Background: an optimization exercise with open tools, aiming at small area and a short achievable clock period. Do not read the settings as production practice. In this exercise RTL edits were held to simulation tests only and were not proved equivalent to the original.

==> flow/design.v (outline; a module is shown in full before it is edited, if it fits) <==
// module FA: 6 lines
// module HA: 6 lines
// module XN2: 5 lines
// module OR2: 5 lines
// module MX: 5 lines
// module X2: 5 lines
// module LSTM: 1755 lines
module LSTM(clk, Of, En, Ci, Cip, In, Ui, Uf, Uk, Uo, Wi, Wk, Wf, Wo, Vo, Bi, Bo, Bf, Bk, PrevH, Cout, Hout);
  // ...
==> flow/flow/run.sh <==
#!/bin/bash
set -euo pipefail
export BUFFER_PORTS_ARGS="-buffer_cell sky130_fd_sc_hd__buf_1"
bash standard.sh > standard_flow.log 2>&1
==> flow/standard.sh <==
#!/bin/bash
# synth_recipe.tcl (not shown) runs the flow's synth.tcl, then flattens the netlist and writes it again
# the make line also repeats each setting of config.mk as NAME=value (left out here)
make -C /OpenROAD-flow-scripts/flow DESIGN_CONFIG=/design/flow/config.mk WORK_HOME=/design/flow/orfs CLKGATE_MAP_FILE= SYNTH_SCRIPT=/design/flow/synth_recipe.tcl "${@:-finish}"
==> flow/config.mk <==
export PLATFORM = sky130hd
export DESIGN_NAME = LSTM
export DESIGN_NICKNAME = LSTM
export VERILOG_FILES = /design/flow/design.v
export SDC_FILE = /design/flow/constraint.sdc
export NUM_CORES = 4
export LEC_CHECK = 0
export CAP_MARGIN = 20
export CORE_MARGIN = 2
export CORE_UTILIZATION = 40
export CTS_BUF_LIST = sky130_fd_sc_hd__clkbuf_8
export SLEW_MARGIN = 20
export SYNTH_HIERARCHICAL = 1
==> flow/constraint.sdc <==
create_clock -name core_clock -period 45.0 [get_ports {clk}]
set_input_delay 9.0000 -clock core_clock [delete_from_list [all_inputs] [get_ports {clk}]]
set_output_delay 9.0000 -clock core_clock [all_outputs]
set_load 0.01 [all_outputs]
==> qor.yml, run 1 <==
final_cell_mix: "454 x nand2_1, 388 x fa_1, 131 x buf_1"
cpLargestDelayFamily: "adder cells"
syn2layout_area_growth_pct: 6.649
grt_first_pass_wirelength_mm: 53.68
clk_share: 0.003483
cpPeakStageDelay_ns: 0.60
drive_gt1_frac: 0.03206
synth_flop_cell: "dfxtp_1"
clockRootBuffer: "clkbuf_8"
inverters: 45
clock_path_buffers: 2
route.detailed.drc: 0
worstSetupStartpoint: "Ci[2]"
via_per_inst: 5.063
biggestCellCategory: "multi-input gates"
max_clock_freq_mhz: 38.58
largest_register_ff_count: 9
routed_wl_mm: 31.37
r2r_slack_ns: 36.74
ys_types: 45
die_w_um: 187.5
synth_top_family_by_area: "adder cells"
hold_violations: 0
grt_overflow_total: 0
rsz0062_at_grt: "no"
reg2reg_from: "ft_r[0]"
finalSetupViolations: 0
outcome: "finished clean"
slew_headroom: 0.4746
yosys.area_share.adder: 0.5997
seq_cells: 25
dr.pass1.iters: 5
tns_ns: 0
vias: 9549
grt.met2_usage: 0.3353
top_regs: "u_r x9, ft_r x8, h_r x8"
r2r-end: "h_r[7]"
==> run 2, diff against run 1 <==
--- a/flow/design.v
+++ b/flow/design.v
@@ -1569,219 +1569,219 @@
   wire s986, c986;
   FA fa986(.a(u_r[3]), .b(s978), .ci(c985), .s(s986), .co(c986));
   wire s987, c987;
   FA fa987(.a(u_r[4]), .b(s979), .ci(c986), .s(s987), .co(c987));
   wire s988, c988;
   FA fa988(.a(u_r[5]), .b(s980), .ci(c987), .s(s988), .co(c988));
   wire s989, c989;
   FA fa989(.a(u_r[6]), .b(s981), .ci(c988), .s(s989), .co(c989));
-  wire s990, c990;
-  FA fa990(.a(u_r[7]), .b(s982), .ci(c989), .s(s990), .co(c990));
-  wire s991, c991;
-  FA fa991(.a(u_r[8]), .b(c982), .ci(c990), .s(s991), .co(c991));
-  wire [9:0] P991 = {c991, s991, s990, s989, s988, s987, s986, s985, s984, s983};
-  wire w992 = &{u_r[0], u_r[1], u_r[2], u_r[3], u_r[4], u_r[5], u_r[6], u_r[7]};
-  wire w993 = &{s975, s976, s977, s978, s979, s980, s981, s982};
-  wire w994 = u_r[8] | (0 & w992);
-  wire w995 = c982 | (w994 & w993);
-  wire w996 = ((w994 & w995) ? ({1'b0, P991} + 11'd0 >= 11'd766) : ((w994 | w995) ? ({1'b0, P991} + 11'd0 >= 11'd511) : ({1'b0, P991} + 11'd0 >= 11'd256)));
-  wire w997 = 0 ^ w994 ^ w995;
-  wire w998 = (0 & w994) | (0 & w995) | (w994 & w995);
-  wire w999 = u_r[8] | (1 & w992);
-  wire w1000 = c982 | (w999 & w993);
-  wire w1001 = ((w999 & w1000) ? ({1'b0, P991} + 11'd1 >= 11'd766) : ((w999 | w1000) ? ({1'b0, P991} + 11'd1 >= 11'd511) : ({1'b0, P991} + 11'd1 >= 11'd256)));
-  wire w1002 = 1 ^ w999 ^ w1000;
-  wire w1003 = (1 & w999) | (1 & w1000) | (w999 & w1000);
-  wire w1004 = m956 ? w1001 : w996;
-  wire s1005, c1005;
-  HA ha1005(.a(s983), .b(w997), .s(s1005), .co(c1005));
-  wire s1006, c1006;
-  FA fa1006(.a(s984), .b(w998), .ci(c1005), .s(s1006), .co(c1006));
+  wire s990 = u_r[7] ^ s982 ^ c989;
+  wire c991 = (u_r[7] & s982) | (u_r[7] & c989) | (s982 & c989);
+  wire s992 = u_r[8] ^ c982 ^ c991;
+  wire c993 = (u_r[8] & c982) | (u_r[8] & c991) | (c982 & c991);
+  wire [9:0] P993 = {c993, s992, s990, s989, s988, s987, s986, s985, s984, s983};
+  wire w994 = &{u_r[0], u_r[1], u_r[2], u_r[3], u_r[4], u_r[5], u_r[6], u_r[7]};
+  wire w995 = &{s975, s976, s977, s978, s979, s980, s981, s982};
+  wire w996 = u_r[8] | (0 & w994);
+  wire w997 = c982 | (w996 & w995);
+  wire w998 = ((w996 & w997) ? ({1'b0, P993} + 11'd0 >= 11'd766) : ((w996 | w997) ? ({1'b0, P993} + 11'd0 >= 11'd511) : ({1'b0, P993} + 11'd0 >= 11'd256)));
+  wire w999 = 0 ^ w996 ^ w997;
+  wire w1000 = (0 & w996) | (0 & w997) | (w996 & w997);
+  wire w1001 = u_r[8] | (1 & w994);
+  wire w1002 = c982 | (w1001 & w995);
+  wire w1003 = ((w1001 & w1002) ? ({1'b0, P993} + 11'd1 >= 11'd766) : ((w1001 | w1002) ? ({1'b0, P993} + 11'd1 >= 11'd511) : ({1'b0, P993} + 11'd1 >= 11'd256)));
+  wire w1004 = 1 ^ w1001 ^ w1002;
+  wire w1005 = (1 & w1001) | (1 & w1002) | (w1001 & w1002);
+  wire w1006 = m956 ? w1003 : w998;
   wire s1007, c1007;
-  HA ha1007(.a(s985), .b(c1006), .s(s1007), .co(c1007));
+  HA ha1007(.a(s983), .b(w999), .s(s1007), .co(c1007));
   wire s1008, c1008;
-  HA ha1008(.a(s986), .b(c1007), .s(s1008), .co(c1008));
+  FA fa1008(.a(s984), .b(w1000), .ci(c1007), .s(s1008), .co(c1008));
   wire s1009, c1009;
-  HA ha1009(.a(s987), .b(c1008), .s(s1009), .co(c1009));
+  HA ha1009(.a(s985), .b(c1008), .s(s1009), .co(c1009));
   wire s1010, c1010;
-  HA ha1010(.a(s988), .b(c1009), .s(s1010), .co(c1010));
+  HA ha1010(.a(s986), .b(c1009), .s(s1010), .co(c1010));
   wire s1011, c1011;
-  HA ha1011(.a(s989), .b(c1010), .s(s1011), .co(c1011));
-  wire s1012 = s990 ^ c1011;
+  HA ha1011(.a(s987), .b(c1010), .s(s1011), .co(c1011));
+  wire s1012, c1012;
+  HA ha1012(.a(s988), .b(c1011), .s(s1012), .co(c1012));
   wire s1013, c1013;
-  HA ha1013(.a(s983), .b(w1002), .s(s1013), .co(c1013));
-  wire s1014, c1014;
-  FA fa1014(.a(s984), .b(w1003), .ci(c1013), .s(s1014), .co(c1014));
+  HA ha1013(.a(s989), .b(c1012), .s(s1013), .co(c1013));
+  wire s1014 = s990 ^ c1013;
   wire s1015, c1015;
-  HA ha1015(.a(s985), .b(c1014), .s(s1015), .co(c1015));
+  HA ha1015(.a(s983), .b(w1004), .s(s1015), .co(c1015));
   wire s1016, c1016;
-  HA ha1016(.a(s986), .b(c1015), .s(s1016), .co(c1016));
+  FA fa1016(.a(s984), .b(w1005), .ci(c1015), .s(s1016), .co(c1016));
   wire s1017, c1017;
-  HA ha1017(.a(s987), .b(c1016), .s(s1017), .co(c1017));
+  HA ha1017(.a(s985), .b(c1016), .s(s1017), .co(c1017));
   wire s1018, c1018;
-  HA ha1018(.a(s988), .b(c1017), .s(s1018), .co(c1018));
+  HA ha1018(.a(s986), .b(c1017), .s(s1018), .co(c1018));
   wire s1019, c1019;
-  HA ha1019(.a(s989), .b(c1018), .s(s1019), .co(c1019));
-  wire s1020 = s990 ^ c1019;
-  wire m1021;
-  MX mx1021(.s(m956), .a(s1013), .b(s1005), .y(m1021));
-  wire m1022;
-  MX mx1022(.s(m956), .a(s1014), .b(s1006), .y(m1022));
+  HA ha1019(.a(s987), .b(c1018), .s(s1019), .co(c1019));
+  wire s1020, c1020;
+  HA ha1020(.a(s988), .b(c1019), .s(s1020), .co(c1020));
+  wire s1021, c1021;
+  HA ha1021(.a(s989), .b(c1020), .s(s1021), .co(c1021));
+  wire s1022 = s990 ^ c1021;
   wire m1023;
   MX mx1023(.s(m956), .a(s1015), .b(s1007), .y(m1023));
   wire m1024;
   MX mx1024(.s(m956), .a(s1016), .b(s1008), .y(m1024));
   wire m1025;
   MX mx1025(.s(m956), .a(s1017), .b(s1009), .y(m1025));
   wire m1026;
   MX mx1026(.s(m956), .a(s1018), .b(s1010), .y(m1026));
   wire m1027;
   MX mx1027(.s(m956), .a(s1019), .b(s1011), .y(m1027));
   wire m1028;
   MX mx1028(.s(m956), .a(s1020), .b(s1012), .y(m1028));
-  wire [7:0] cout_w = {m1028, m1027, m1026, m1025, m1024, m1023, m1022, m1021};
-  wire s1029;
-  XN2 xn1029(.a(s670), .b(s779), .y(s1029));
-  wire c1029;
-  OR2 or1029(.a(s670), .b(s779), .y(c1029));
-  wire s1030, c1030;
-  FA fa1030(.a(s671), .b(s780), .ci(c1029), .s(s1030), .co(c1030));
-  wire s1031, c1031;
-  FA fa1031(.a(s672), .b(s781), .ci(c1030), .s(s1031), .co(c1031));
+  wire m1029;
+  MX mx1029(.s(m956), .a(s1021), .b(s1013), .y(m1029));
+  wire m1030;
+  MX mx1030(.s(m956), .a(s1022), .b(s1014), .y(m1030));
+  wire [7:0] cout_w = {m1030, m1029, m1028, m1027, m1026, m1025, m1024, m1023};
+  wire s1031;
+  XN2 xn1031(.a(s670), .b(s779), .y(s1031));
+  wire c1031;
+  OR2 or1031(.a(s670), .b(s779), .y(c1031));
   wire s1032, c1032;
-  FA fa1032(.a(s673), .b(s782), .ci(c1031), .s(s1032), .co(c1032));
+  FA fa1032(.a(s671), .b(s780), .ci(c1031), .s(s1032), .co(c1032));
   wire s1033, c1033;
-  FA fa1033(.a(s674), .b(s783), .ci(c1032), .s(s1033), .co(c1033));
+  FA fa1033(.a(s672), .b(s781), .ci(c1032), .s(s1033), .co(c1033));
   wire s1034, c1034;
-  FA fa1034(.a(s675), .b(s784), .ci(c1033), .s(s1034), .co(c1034));
+  FA fa1034(.a(s673), .b(s782), .ci(c1033), .s(s1034), .co(c1034));
   wire s1035, c1035;
-  FA fa1035(.a(s676), .b(s785), .ci(c1034), .s(s1035), .co(c1035));
+  FA fa1035(.a(s674), .b(s783), .ci(c1034), .s(s1035), .co(c1035));
   wire s1036, c1036;
-  FA fa1036(.a(x678), .b(x787), .ci(c1035), .s(s1036), .co(c1036));
-  wire s1037;
-  XN2 xn1037(.a(s888), .b(w17), .y(s1037));
-  wire c1037;
-  OR2 or1037(.a(s888), .b(w17), .y(c1037));
+  FA fa1036(.a(s675), .b(s784), .ci(c1035), .s(s1036), .co(c1036));
+  wire s1037, c1037;
+  FA fa1037(.a(s676), .b(s785), .ci(c1036), .s(s1037), .co(c1037));
   wire s1038, c1038;
-  FA fa1038(.a(s889), .b(w18), .ci(c1037), .s(s1038), .co(c1038));
-  wire s1039, c1039;
-  FA fa1039(.a(s890), .b(w19), .ci(c1038), .s(s1039), .co(c1039));
+  FA fa1038(.a(x678), .b(x787), .ci(c1037), .s(s1038), .co(c1038));
+  wire s1039;
+  XN2 xn1039(.a(s888), .b(w17), .y(s1039));
+  wire c1039;
+  OR2 or1039(.a(s888), .b(w17), .y(c1039));
   wire s1040, c1040;
-  FA fa1040(.a(s891), .b(w20), .ci(c1039), .s(s1040), .co(c1040));
+  FA fa1040(.a(s889), .b(w18), .ci(c1039), .s(s1040), .co(c1040));
   wire s1041, c1041;
-  FA fa1041(.a(s892), .b(w21), .ci(c1040), .s(s1041), .co(c1041));
+  FA fa1041(.a(s890), .b(w19), .ci(c1040), .s(s1041), .co(c1041));
   wire s1042, c1042;
-  FA fa1042(.a(s893), .b(w22), .ci(c1041), .s(s1042), .co(c1042));
+  FA fa1042(.a(s891), .b(w20), .ci(c1041), .s(s1042), .co(c1042));
   wire s1043, c1043;
-  FA fa1043(.a(s894), .b(w23), .ci(c1042), .s(s1043), .co(c1043));
+  FA fa1043(.a(s892), .b(w21), .ci(c1042), .s(s1043), .co(c1043));
   wire s1044, c1044;
-  FA fa1044(.a(x896), .b(w24), .ci(c1043), .s(s1044), .co(c1044));
-  wire s1045;
-  XN2 xn1045(.a(s1029), .b(s1037), .y(s1045));
-  wire c1045;
-  OR2 or1045(.a(s1029), .b(s1037), .y(c1045));
+  FA fa1044(.a(s893), .b(w22), .ci(c1043), .s(s1044), .co(c1044));
+  wire s1045, c1045;
+  FA fa1045(.a(s894), .b(w23), .ci(c1044), .s(s1045), .co(c1045));
   wire s1046, c1046;
-  FA fa1046(.a(s1030), .b(s1038), .ci(c1045), .s(s1046), .co(c1046));
-  wire s1047, c1047;
-  FA fa1047(.a(s1031), .b(s1039), .ci(c1046), .s(s1047), .co(c1047));
+  FA fa1046(.a(x896), .b(w24), .ci(c1045), .s(s1046), .co(c1046));
+  wire s1047;
+  XN2 xn1047(.a(s1031), .b(s1039), .y(s1047));
+  wire c1047;
+  OR2 or1047(.a(s1031), .b(s1039), .y(c1047));
   wire s1048, c1048;
   FA fa1048(.a(s1032), .b(s1040), .ci(c1047), .s(s1048), .co(c1048));
   wire s1049, c1049;
   FA fa1049(.a(s1033), .b(s1041), .ci(c1048), .s(s1049), .co(c1049));
   wire s1050, c1050;
   FA fa1050(.a(s1034), .b(s1042), .ci(c1049), .s(s1050), .co(c1050));
   wire s1051, c1051;
   FA fa1051(.a(s1035), .b(s1043), .ci(c1050), .s(s1051), .co(c1051));
   wire s1052, c1052;
   FA fa1052(.a(s1036), .b(s1044), .ci(c1051), .s(s1052), .co(c1052));
   wire s1053, c1053;
-  FA fa1053(.a(c1036), .b(c1044), .ci(c1052), .s(s1053), .co(c1053));
-  wire [9:0] P1053 = {~c1053, ~s1053, ~s1052, ~s1051, ~s1050, ~s1049, ~s1048, ~s1047, ~s1046, ~s1045};
-  wire w1054 = &{~s1029, ~s1030, ~s1031, ~s1032, ~s1033, ~s1034, ~s1035, ~s1036};
-  wire w1055 = &{~s1037, ~s1038, ~s1039, ~s1040, ~s1041, ~s1042, ~s1043, ~s1044};
-  wire w1056 = ~c1036 | (0 & w1054);
-  wire w1057 = ~c1044 | (w1056 & w1055);
-  wire w1058 = ((w1056 & w1057) ? ({1'b0, P1053} + 11'd0 >= 11'd766) : ((w1056 | w1057) ? ({1'b0, P1053} + 11'd0 >= 11'd511) : ({1'b0, P1053} + 11'd0 >= 11'd256)));
-  wire w1059 = 0 ^ w1056 ^ w1057;
-  wire w1060 = (0 & w1056) | (0 & w1057) | (w1056 & w1057);
-  wire w1061 = ~c1036 | (1 & w1054);
-  wire w1062 = ~c1044 | (w1061 & w1055);
-  wire w1063 = ((w1061 & w1062) ? ({1'b0, P1053} + 11'd1 >= 11'd766) : ((w1061 | w1062) ? ({1'b0, P1053} + 11'd1 >= 11'd511) : ({1'b0, P1053} + 11'd1 >= 11'd256)));
-  wire w1064 = 1 ^ w1061 ^ w1062;
-  wire w1065 = (1 & w1061) | (1 & w1062) | (w1061 & w1062);
-  wire w1066 = &{~s1045, ~s1046, ~s1047, ~s1048, ~s1049, ~s1050, ~s1051};
-  wire w1067 = &{~s1046, ~s1047, ~s1048, ~s1049, ~s1050, ~s1051};
-  wire w1068 = (&{~s1047, ~s1048, ~s1049, ~s1050, ~s1051}) & (~s1046 | ~s1045);
-  wire w1069 = &{~s1029, ~s1030, ~s1031, ~s1032, ~s1033, ~s1034, ~s1035, ~s1036};
-  wire w1070 = &{~s1037, ~s1038, ~s1039, ~s1040, ~s1041, ~s1042, ~s1043, ~s1044};
-  wire w1071 = ~c1044 | w1070;
-  wire w1072 = ~(~c1036) & ~(~c1044);
-  wire w1073 = ~c1036 ? ~(w1071) : ~c1044;
-  wire w1074 = ~(~c1036) | ~(w1071);
-  wire w1075 = w1074 | (~s1052 & w1067);
-  wire w1076 = w1072 | (w1073 & ~s1052 & w1066);
-  wire w1077 = ~c1036 | w1069;
-  wire w1078 = ~(w1077) & ~(~c1044);
-  wire w1079 = w1077 ? ~(w1071) : ~c1044;
-  wire w1080 = ~(w1077) | ~(w1071);
-  wire w1081 = w1080 | (~s1052 & w1068);
-  wire w1082 = w1078 | (w1079 & ~s1052 & w1067);
-  wire w1083 = w1078 & ~s1052 & w1066;
-  wire w1084 = w996 ? w1081 : w1075;
-  wire w1085 = w996 ? w1082 : w1076;
-  wire w1086 = w996 ? w1083 : 1'b0;
-  wire o1087;
-  OR2 ok1087(.a(~c1053), .b(w1085), .y(o1087));
-  wire m1088;
-  MX mx1088(.s(~c1053), .a(w1084), .b(w1086), .y(m1088));
-  wire m1089;
-  MX mx1089(.s(~s1053), .a(o1087), .b(m1088), .y(m1089));
-  wire w1090 = w1001 ? w1081 : w1075;
-  wire w1091 = w1001 ? w1082 : w1076;
-  wire w1092 = w1001 ? w1083 : 1'b0;
-  wire o1093;
-  OR2 ok1093(.a(~c1053), .b(w1091), .y(o1093));
-  wire m1094;
-  MX mx1094(.s(~c1053), .a(w1090), .b(w1092), .y(m1094));
-  wire m1095;
-  MX mx1095(.s(~s1053), .a(o1093), .b(m1094), .y(m1095));
-  wire m1096;
-  MX mx1096(.s(m956), .a(m1095), .b(m1089), .y(m1096));
-  wire w1097 = w1004 ? w1064 : w1059;
-  wire w1098 = w1004 ? w1065 : w1060;
-  wire s1099;
-  XN2 xn1099(.a(s1045), .b(~w1097), .y(s1099));
-  wire c1099;
-  OR2 or1099(.a(s1045), .b(~w1097), .y(c1099));
-  wire s1100, c1100;
-  FA fa1100(.a(s1046), .b(~w1098), .ci(c1099), .s(s1100), .co(c1100));
-  wire s1101;
-  XN2 xn1101(.a(s1047), .b(c1100), .y(s1101));
-  wire c1101;
-  OR2 or1101(.a(s1047), .b(c1100), .y(c1101));
-  wire s1102;
-  XN2 xn1102(.a(s1048), .b(c1101), .y(s1102));
-  wire c1102;
-  OR2 or1102(.a(s1048), .b(c1101), .y(c1102));
+  FA fa1053(.a(s1037), .b(s1045), .ci(c1052), .s(s1053), .co(c1053));
+  wire s1054 = s1038 ^ s1046 ^ c1053;
+  wire c1055 = (s1038 & s1046) | (s1038 & c1053) | (s1046 & c1053);
+  wire s1056 = c1038 ^ c1046 ^ c1055;
+  wire c1057 = (c1038 & c1046) | (c1038 & c1055) | (c1046 & c1055);
+  wire [9:0] P1057 = {~c1057, ~s1056, ~s1054, ~s1053, ~s1052, ~s1051, ~s1050, ~s1049, ~s1048, ~s1047};
+  wire w1058 = &{~s1031, ~s1032, ~s1033, ~s1034, ~s1035, ~s1036, ~s1037, ~s1038};
+  wire w1059 = &{~s1039, ~s1040, ~s1041, ~s1042, ~s1043, ~s1044, ~s1045, ~s1046};
+  wire w1060 = ~c1038 | (0 & w1058);
+  wire w1061 = ~c1046 | (w1060 & w1059);
+  wire w1062 = ((w1060 & w1061) ? ({1'b0, P1057} + 11'd0 >= 11'd766) : ((w1060 | w1061) ? ({1'b0, P1057} + 11'd0 >= 11'd511) : ({1'b0, P1057} + 11'd0 >= 11'd256)));
+  wire w1063 = 0 ^ w1060 ^ w1061;
+  wire w1064 = (0 & w1060) | (0 & w1061) | (w1060 & w1061);
+  wire w1065 = ~c1038 | (1 & w1058);
+  wire w1066 = ~c1046 | (w1065 & w1059);
+  wire w1067 = ((w1065 & w1066) ? ({1'b0, P1057} + 11'd1 >= 11'd766) : ((w1065 | w1066) ? ({1'b0, P1057} + 11'd1 >= 11'd511) : ({1'b0, P1057} + 11'd1 >= 11'd256)));
+  wire w1068 = 1 ^ w1065 ^ w1066;
+  wire w1069 = (1 & w1065) | (1 & w1066) | (w1065 & w1066);
+  wire w1070 = &{~s1047, ~s1048, ~s1049, ~s1050, ~s1051, ~s1052, ~s1053};
+  wire w1071 = &{~s1048, ~s1049, ~s1050, ~s1051, ~s1052, ~s1053};
+  wire w1072 = (&{~s1049, ~s1050, ~s1051, ~s1052, ~s1053}) & (~s1048 | ~s1047);
+  wire w1073 = &{~s1031, ~s1032, ~s1033, ~s1034, ~s1035, ~s1036, ~s1037, ~s1038};
+  wire w1074 = &{~s1039, ~s1040, ~s1041, ~s1042, ~s1043, ~s1044, ~s1045, ~s1046};
+  wire w1075 = ~c1046 | w1074;
+  wire w1076 = ~c1038 | (w998 & w1073);
+  wire w1077 = ~(w1076) & ~(~c1046);
+  wire w1078 = w1076 ? ~(w1075) : ~c1046;
+  wire w1079 = ~(w1076) | ~(w1075);
+  wire w1080 = w998 ? w1072 : w1071;
+  wire w1081 = w998 ? w1071 : w1070;
+  wire w1082 = w1079 | (~s1054 & w1080);
+  wire w1083 = w1077 | (w1078 & ~s1054 & w1081);
+  wire w1084 = w998 & w1077 & ~s1054 & w1070;
+  wire o1085;
+  OR2 ok1085(.a(~c1057), .b(w1083), .y(o1085));
+  wire m1086;
+  MX mx1086(.s(~c1057), .a(w1082), .b(w1084), .y(m1086));
+  wire m1087;
+  MX mx1087(.s(~s1056), .a(o1085), .b(m1086), .y(m1087));
+  wire w1088 = ~c1038 | (w1003 & w1073);
+  wire w1089 = ~(w1088) & ~(~c1046);
+  wire w1090 = w1088 ? ~(w1075) : ~c1046;
+  wire w1091 = ~(w1088) | ~(w1075);
+  wire w1092 = w1003 ? w1072 : w1071;
+  wire w1093 = w1003 ? w1071 : w1070;
+  wire w1094 = w1091 | (~s1054 & w1092);
+  wire w1095 = w1089 | (w1090 & ~s1054 & w1093);
+  wire w1096 = w1003 & w1089 & ~s1054 & w1070;
+  wire o1097;
+  OR2 ok1097(.a(~c1057), .b(w1095), .y(o1097));
+  wire m1098;
+  MX mx1098(.s(~c1057), .a(w1094), .b(w1096), .y(m1098));
+  wire m1099;
+  MX mx1099(.s(~s1056), .a(o1097), .b(m1098), .y(m1099));
+  wire m1100;
+  MX mx1100(.s(m956), .a(m1099), .b(m1087), .y(m1100));
+  wire w1101 = w1006 ? w1068 : w1063;
+  wire w1102 = w1006 ? w1069 : w1064;
   wire s1103;
-  XN2 xn1103(.a(s1049), .b(c1102), .y(s1103));
+  XN2 xn1103(.a(s1047), .b(~w1101), .y(s1103));
   wire c1103;
-  OR2 or1103(.a(s1049), .b(c1102), .y(c1103));
-  wire s1104;
-  XN2 xn1104(.a(s1050), .b(c1103), .y(s1104));
-  wire c1104;
-  OR2 or1104(.a(s1050), .b(c1103), .y(c1104));
+  OR2 or1103(.a(s1047), .b(~w1101), .y(c1103));
+  wire s1104, c1104;
+  FA fa1104(.a(s1048), .b(~w1102), .ci(c1103), .s(s1104), .co(c1104));
   wire s1105;
-  XN2 xn1105(.a(s1051), .b(c1104), .y(s1105));
+  XN2 xn1105(.a(s1049), .b(c1104), .y(s1105));
   wire c1105;
-  OR2 or1105(.a(s1051), .b(c1104), .y(c1105));
-  wire s1106 = ~(s1052 ^ c1105);
-  wire [7:0] h_d = {s1106, s1105, s1104, s1103, s1102, s1101, s1100, s1099};
+  OR2 or1105(.a(s1049), .b(c1104), .y(c1105));
+  wire s1106;
+  XN2 xn1106(.a(s1050), .b(c1105), .y(s1106));
+  wire c1106;
+  OR2 or1106(.a(s1050), .b(c1105), .y(c1106));
+  wire s1107;
+  XN2 xn1107(.a(s1051), .b(c1106), .y(s1107));
+  wire c1107;
+  OR2 or1107(.a(s1051), .b(c1106), .y(c1107));
+  wire s1108;
+  XN2 xn1108(.a(s1052), .b(c1107), .y(s1108));
+  wire c1108;
+  OR2 or1108(.a(s1052), .b(c1107), .y(c1108));
+  wire s1109;
+  XN2 xn1109(.a(s1053), .b(c1108), .y(s1109));
+  wire c1109;
+  OR2 or1109(.a(s1053), .b(c1108), .y(c1109));
+  wire s1110 = ~(s1054 ^ c1109);
+  wire [7:0] h_d = {s1110, s1109, s1108, s1107, s1106, s1105, s1104, s1103};
   always @(posedge clk) begin
     u_r  <= En ? u_d  : 9'd0;
     ft_r <= En ? ft_d : 8'd0;
     h_r  <= En ? h_d  : 8'd0;
   end
   assign Hout = h_r;
   assign Cout = cout_w;
-  assign Of = m1096;
+  assign Of = m1100;
 endmodule
--- a/flow/config.mk
+++ b/flow/config.mk
@@ -4,10 +4,11 @@
 export VERILOG_FILES = /design/flow/design.v
 export SDC_FILE = /design/flow/constraint.sdc
 export NUM_CORES = 4
 export LEC_CHECK = 0
 export CAP_MARGIN = 20
 export CORE_MARGIN = 2
 export CORE_UTILIZATION = 40
 export CTS_BUF_LIST = sky130_fd_sc_hd__clkbuf_8
+export PLACE_DENSITY = 0.85
 export SLEW_MARGIN = 20
 export SYNTH_HIERARCHICAL = 1
==> qor.yml, run 2 <==
rsz0062_at_grt: "no"
path_class: "input pin to output pin"
drive_gt1_frac: 0.02901  # -0.003050
cap_violations: 0
endpoint: "Of"
cts_htree_levels: 1
die_h_um: 187.9
hold_violations: 0  # unchanged
globalplace.congestion: 0.9025
report.final.slew_viol_count: 0
synth_top_area_frac: 0.5744
yosysSeqAreaShare: 0.03701
cts_buffers: 3
worstPathArrival_ns: 16.87
start_util: 0.4043
ys_types: 50  # +11%
die_w_um: 187.9  # +0.18%
clock_path_buffers: 2  # unchanged
grt_usage: 0.1910
synth_flop_cell: "dfxtp_1"
r2r_slack_ns: 36.67  # -0.07 ns
wl_per_cell_um: 17.07
skew_ns: 0.004292
dr.pass1.iters: 6  # +1
grt_overflow_total: 0  # unchanged
max_clock_freq_mhz: 38.65  # +0.17%
cpLargestDelayFamily: "adder cells"
r2r-end: "h_r[7]"
worstHoldPathType: "flop to flop"
synthCells: 1381
nFillCells: 3140
hold_path_startpoint: "u_r[8]"
cts_resized: 0
critPathMaxFanout: 29
final_cell_mix: "460 x nand2_1, 388 x fa_1, 131 x buf_1"
cpPeakStageDelay_ns: 0.58  # -0.02 ns
slowest_stage: "fa_1"
boundaryPins: 148
critPathBufInv: 3
core_um2: 33450
syn_nets: 1927
start_kind: "input pin"
vias: 10200  # +6.9%
port_buffers: 131
worst-path-stages: 25
route.detailed.drc: 0  # unchanged
synth_edf_count: 0
timing.final.crit_share: 0.5750
clkLatencyLatePin_ns: 0.27
synth_top_area_cell: "fa_1"
final_common_cell: "nand2_1"
synth.area.top_cells: "fa_1 57%, nand2_1 13%, xnor2_1 7.8%"
crit_required_ns: 36.00
yosysMostFrequentCell: "nand2_1"
routed_wl_mm: 32.47  # +3.5%
worstMarginPinSlew_ns: 0.9031
ant_nets: 0
hpwl_mm: 27.47
largest_register: "u_r"
cts.hold.buffers_added: 0
cts_sinks: 25
postCtsSetupRepairBufs: 0
syn_avg_cell_area_um2: 9.791
path_common_cell: "fa_1"
clockRootBuffer: "clkbuf_8"
outcome: "finished clean"
slew_headroom: 0.3938  # -0.08075
fp-row-count: 67
antenna_found_initial: 12
worstSetupStartpoint: "In[1]"
hold_depth: 8
finalSetupViolations: 0  # unchanged
clk_pin_slew_worst_paths_ns: 0.10
dieArea_um2: 35290
grt_first_pass_wirelength_mm: 54.33  # +1.2%
largest_register_ff_count: 9  # unchanged
ys_ff_latch: 25
final_core_util: 0.4308
num-nets-final: 1995
finalNonFillerCells: 1902
synth_commonest_cells: "460 x nand2_1, 388 x fa_1, 120 x xnor2_1"
cts_tree: "done"
tns_ns: 0  # unchanged
syn_area_um2: 13520
grt_pass1_vias: 11330
ys_warn_count: 7
reg2reg_from: "ft_r[0]"
rr_worst_depth: 25
drt_iter0_markers: 851
cp-end-kind: "output pin"
place_inst: 1892
top_regs: "u_r x9, ft_r x8, h_r x8"
period_minus_slack_ns: 25.87
syn2layout_area_growth_pct: 6.570  # about the same
via_per_inst: 5.365  # +6.0%
grt_max_degree: 33
postSynth.asyncResetShare: 0
whs_ns: 1.694
-- run 2: worst min-delay path by stage --
stage	to	slack (ns)
floorplan	h_r[0]	1.35
global placement	h_r[0]	1.63
detailed placement	h_r[0]	1.64
CTS	h_r[0]	1.67
global route	h_r[0]	1.77
finish	h_r[0]	1.69
-- run 2: kinds of logic after synthesis --
family,synth area share
simple gates,0.1993
fa+ha+maj,0.5994
xor+xnor,0.08939
buf+inv,0.03886
compound gates,0.01814
flops,0.03701
mux,0.01786
-- run 2: through the flow --
step	setup slack [ns]	area, µm²
2_1_floorplan	19.64	13520
3_3_place_gp	19.30	14350
3_5_place_dp	19.19	14350
4_1_cts	19.14	14400
5_1_grt	18.78	14410
6_report	19.13	14410
-- run 2: worst register-to-register path: stages, from the launching register on --
cell     delay, ns
dfxtp_1       0.32
ha_1          0.21
fa_1          0.48
fa_1          0.44
fa_1          0.40
fa_1          0.39
fa_1          0.39
fa_1          0.40
fa_1          0.41
fa_1          0.42
fa_1          0.65
inv_1         0.13
nor4_2        0.33
xnor2_1       0.10
or4_4         0.47
a31oi_2       0.27
mux2i_1       0.16
or2_1         0.26
fa_1          0.41
or2_1         0.27
or2_1         0.26
or2_1         0.28
or2_1         0.27
or2_1         0.24
xnor2_1       0.12
and2_1        0.15
-- run 2: per-layer routing --
layer,part of all wire,track usage
met1,0.36,0.2368
met4,0.033,0.06420
met5,0.0022,0
met2,0.50,0.3350
met3,0.096,0.03668
-- run 2: layout make-up --
cell class                      count  area, µm²  area share
Tap cell                          448      560.5     0.03890
Clock buffer                        3      41.29    0.002865
Inverter                           47      176.4     0.01224
Timing Repair Buffer              147      611.8     0.04246
Multi-Input combinational cell   1225      12500      0.8671
Antenna cell                        6      15.01    0.001042
Clock inverter                      1      8.758   0.0006078
Sequential cell                    25      500.5     0.03473
-- run 2: per-module statistics from Yosys (local to each module, per instance) --
module | times used | flip-flops and latches
LSTM | 1 | 25
FA | 384 | 0
MX | 14 | 0
HA | 15 | 0
X2 | 8 | 0
XN2 | 65 | 0
OR2 | 68 | 0
==> run 3, diff against run 2 <==
--- a/flow/config.mk
+++ b/flow/config.mk
@@ -11,3 +11,2 @@
 export CTS_BUF_LIST = sky130_fd_sc_hd__clkbuf_8
-export PLACE_DENSITY = 0.85
 export SLEW_MARGIN = 20
==> qor.yml, run 3 <==
outcome: "finished clean"
yosysSeqAreaShare: 0.03701  # unchanged
final_common_cell: "nand2_1"
start_util: 0.4043  # unchanged
postSynth.asyncResetShare: 0  # unchanged
die_w_um: 187.9  # unchanged
antenna_found_initial: 4  # -8
wl_per_cell_um: 16.10  # -5.7%
rsz0062_at_grt: "no"
report.final.slew_viol_count: 0  # unchanged
core_um2: 33450  # unchanged
finalNonFillerCells: 1898  # -0.21%
route.detailed.drc: 0  # unchanged
cts_sinks: 25  # unchanged
drt_iter0_markers: 414  # -51%
clockRootBuffer: "clkbuf_8"
pre_cts_slack_ns: 19.19  # +0.006100 ns
grt_overflow_total: 0  # unchanged
hold_violations: 0  # unchanged
start_kind: "input pin"
worstHoldPathType: "flop to flop"
ys_warn_count: 7  # unchanged
synthCells: 1381  # unchanged
cap_violations: 0  # unchanged
crit_required_ns: 36.00  # about the same
grt_usage: 0.1856  # -0.005465
reg2reg_from: "ft_r[0]"
clock_path_buffers: 2  # unchanged
die_h_um: 187.9  # unchanged
syn_nets: 1927  # unchanged
clk_pin_slew_worst_paths_ns: 0.10  # about the same
dieArea_um2: 35290  # unchanged
port_buffers: 131  # unchanged
num-nets-final: 1995  # unchanged
ys_types: 50  # unchanged
largest_register: "u_r"
synth_edf_count: 0  # unchanged
synth_top_area_cell: "fa_1"
cts_htree_levels: 1  # unchanged
fp-row-count: 67  # unchanged
hold_path_startpoint: "u_r[8]"
post_dp_cell_area_um2: 14350  # unchanged
grt_first_pass_wirelength_mm: 53.33  # -1.8%
postCtsSetupRepairBufs: 0  # unchanged
rr_worst_depth: 25  # unchanged
worstPathArrival_ns: 16.78  # -0.09 ns
synth_commonest_cells: "460 x nand2_1, 388 x fa_1, 120 x xnor2_1"
synth.area.top_cells: "fa_1 57%, nand2_1 13%, xnor2_1 7.8%"
syn2layout_area_growth_pct: 6.496  # about the same
cts.hold.buffers_added: 0  # unchanged
tns_ns: 0  # unchanged
hold_depth: 8  # unchanged
largest_register_ff_count: 9  # unchanged
period_minus_slack_ns: 25.78  # -0.09310 ns
timing.final.crit_share: 0.5729  # -0.002069
clkLatencyLatePin_ns: 0.28  # about the same
hpwl_mm: 26.30  # -4.2%
dr.pass1.iters: 5  # -1
grt_max_degree: 33  # unchanged
cts_resized: 0  # unchanged
syn_area_um2: 13520  # unchanged
holdPathEnd: "h_r[0]"
r2r-end: "h_r[7]"
vias: 9674  # -5.2%
drive_gt1_frac: 0.02901  # unchanged
skew_ns: 0.01151  # +0.007222 ns
cp-end-kind: "output pin"
final_cell_mix: "460 x nand2_1, 388 x fa_1, 131 x buf_1"
nFillCells: 3268  # +4.1%
slew_headroom: 0.4108  # +0.01696
stdcell_area_um2: 14400  # about the same
synth_flop_cell: "dfxtp_1"
top_regs: "u_r x9, ft_r x8, h_r x8"
r2r_slack_ns: 36.84  # +0.17 ns
cts_tree: "done"
via_per_inst: 5.097  # -5.0%
worstMarginPinSlew_ns: 0.8838  # -0.01933 ns
place_inst: 1892  # unchanged
globalplace.congestion: 0.8958  # -0.74%
boundaryPins: 148  # unchanged
ys_ff_latch: 25  # unchanged
max_clock_freq_mhz: 38.79  # +0.36%
fin_ws_ns: 19.22  # +0.09310 ns
synth_top_area_frac: 0.5744  # unchanged
finalSetupViolations: 0  # unchanged
syn_avg_cell_area_um2: 9.791  # unchanged
routed_wl_mm: 30.55  # -5.9%
critPathMaxFanout: 8  # -72%
ant_nets: 0  # unchanged
grt_pass1_vias: 10870  # -4.0%
path_class: "input pin to output pin"
yosysMostFrequentCell: "nand2_1"
cts_buffers: 3  # unchanged
[run 3: cell types whose count changed in the layout (fill, tap and decap cells not counted)]
cell | before | now
diode_2 | 6 | 2
[run 3: how the worst max path moves through the flow]
stage | cells after the start | slack (ns) | startpoint | end
2_1_floorplan | 24 | 19.64 | In[1] | Of
3_3_place_gp | 24 | 19.25 | Wo[2] | Of
3_5_place_dp | 24 | 19.19 | Uo[3] | Of
4_1_cts | 24 | 19.19 | Uo[3] | Of
5_1_grt | 25 | 18.83 | Uo[3] | Of
6_report | 24 | 19.22 | Uo[3] | Of
[run 3: per-module statistics from Yosys, one instance, submodules excluded]
module  times used  flip-flops and latches  cells
LSTM             1                      25    827
FA             384                       0      1
MX              14                       0      1
HA              15                       0      1
X2               8                       0      1
XN2             65                       0      1
OR2             68                       0      1
[run 3: final cells by class]
| cell class | instances | area, µm² | area share |
|---|---|---|---|
| Timing Repair Buffer | 147 | 611.8 | 0.04249 |
| Multi-Input combinational cell | 1225 | 12500 | 0.8678 |
| Tap cell | 448 | 560.5 | 0.03893 |
| Clock buffer | 3 | 41.29 | 0.002867 |
| Antenna cell | 2 | 5.005 | 0.0003476 |
| Clock inverter | 1 | 8.758 | 0.0006082 |
| Sequential cell | 25 | 500.5 | 0.03476 |
| Inverter | 47 | 176.4 | 0.01225 |
[run 3: kinds of logic after synthesis]
kind of cell	count (synthesis)	synth area share
DFF	25	0.03701
and+or+nand+nor	621	0.1993
xor gates and xnor gates	138	0.08939
adders and majority gates	415	0.5994
AOI/OAI and AO/OA	34	0.01814
muxes	17	0.01786
buffers and inverters	131	0.03886
[run 3: worst max-delay path: stages]
cell and delay, ns:
buf_1 0.34, nand2_1 0.15, fa_1 0.47, fa_1 0.47, fa_1 0.39, fa_1 0.39, fa_1 0.39, fa_1 0.39
fa_1 0.47, or2_1 0.24, fa_1 0.38, fa_1 0.50, fa_1 0.60, fa_1 0.47, fa_1 0.49, nor2_1 0.12
nand2_1 0.08, or2_2 0.31, or3_1 0.37, nor2_1 0.12, mux2_4 0.14, mux2_4 0.13, mux2_4 0.14, buf_1 0.19
[run 3: per-layer routing]
layer,part of all wire,track usage
met5,0.00029,0
met4,0.0074,0.02059
met3,0.054,0.02265
met2,0.51,0.3303
met1,0.43,0.2512
[run 3: metrics by stage]
stage / hold slack [ns] / util
final: 1.711 / 0.4305
after global routing: 1.812 / 0.4304
after CTS: 1.708 / 0.4304
after detailed placement: 1.709 / 0.4289
after global placement: 1.697 / 0.4289
after floorplan: 1.348 / -

==> what the ideal ports hide <==
How much do the figures lean on ideal ports? The routed layouts below were timed once more, with nothing changed but the port constraints.
Step 1 sets driving cells, clkbuf_16 on the clock port and buf_2 on the other inputs (assumed; they add their load-dependent delay and slew).
Step 2 adds t to the input delays and takes it off the output delays; t is the mean of the earliest and latest rising clock arrival at the registers after step 1. Input paths then give back, and output paths get back, about the clock's delay inside the block.
Slacks: no drivers / after step 1 / after step 2; pairs: no drivers / after step 1.
run | t, ns | setup WS [ns] | hold slack, ns
run 1 | 0.293 | 19.081 / 19.054 / 19.054 | 1.580 / 1.580 / 1.580
run 2 | 0.303 | 19.126 / 19.104 / 19.104 | 1.694 / 1.694 / 1.694
run 3 | 0.302 | 19.219 / 19.195 / 19.195 | 1.711 / 1.711 / 1.711
After both steps every run listed still meets setup and hold. For run 1, which loses most, drivers alone change the setup slack by -0.027 ns; drivers and shift together by -0.027 ns.
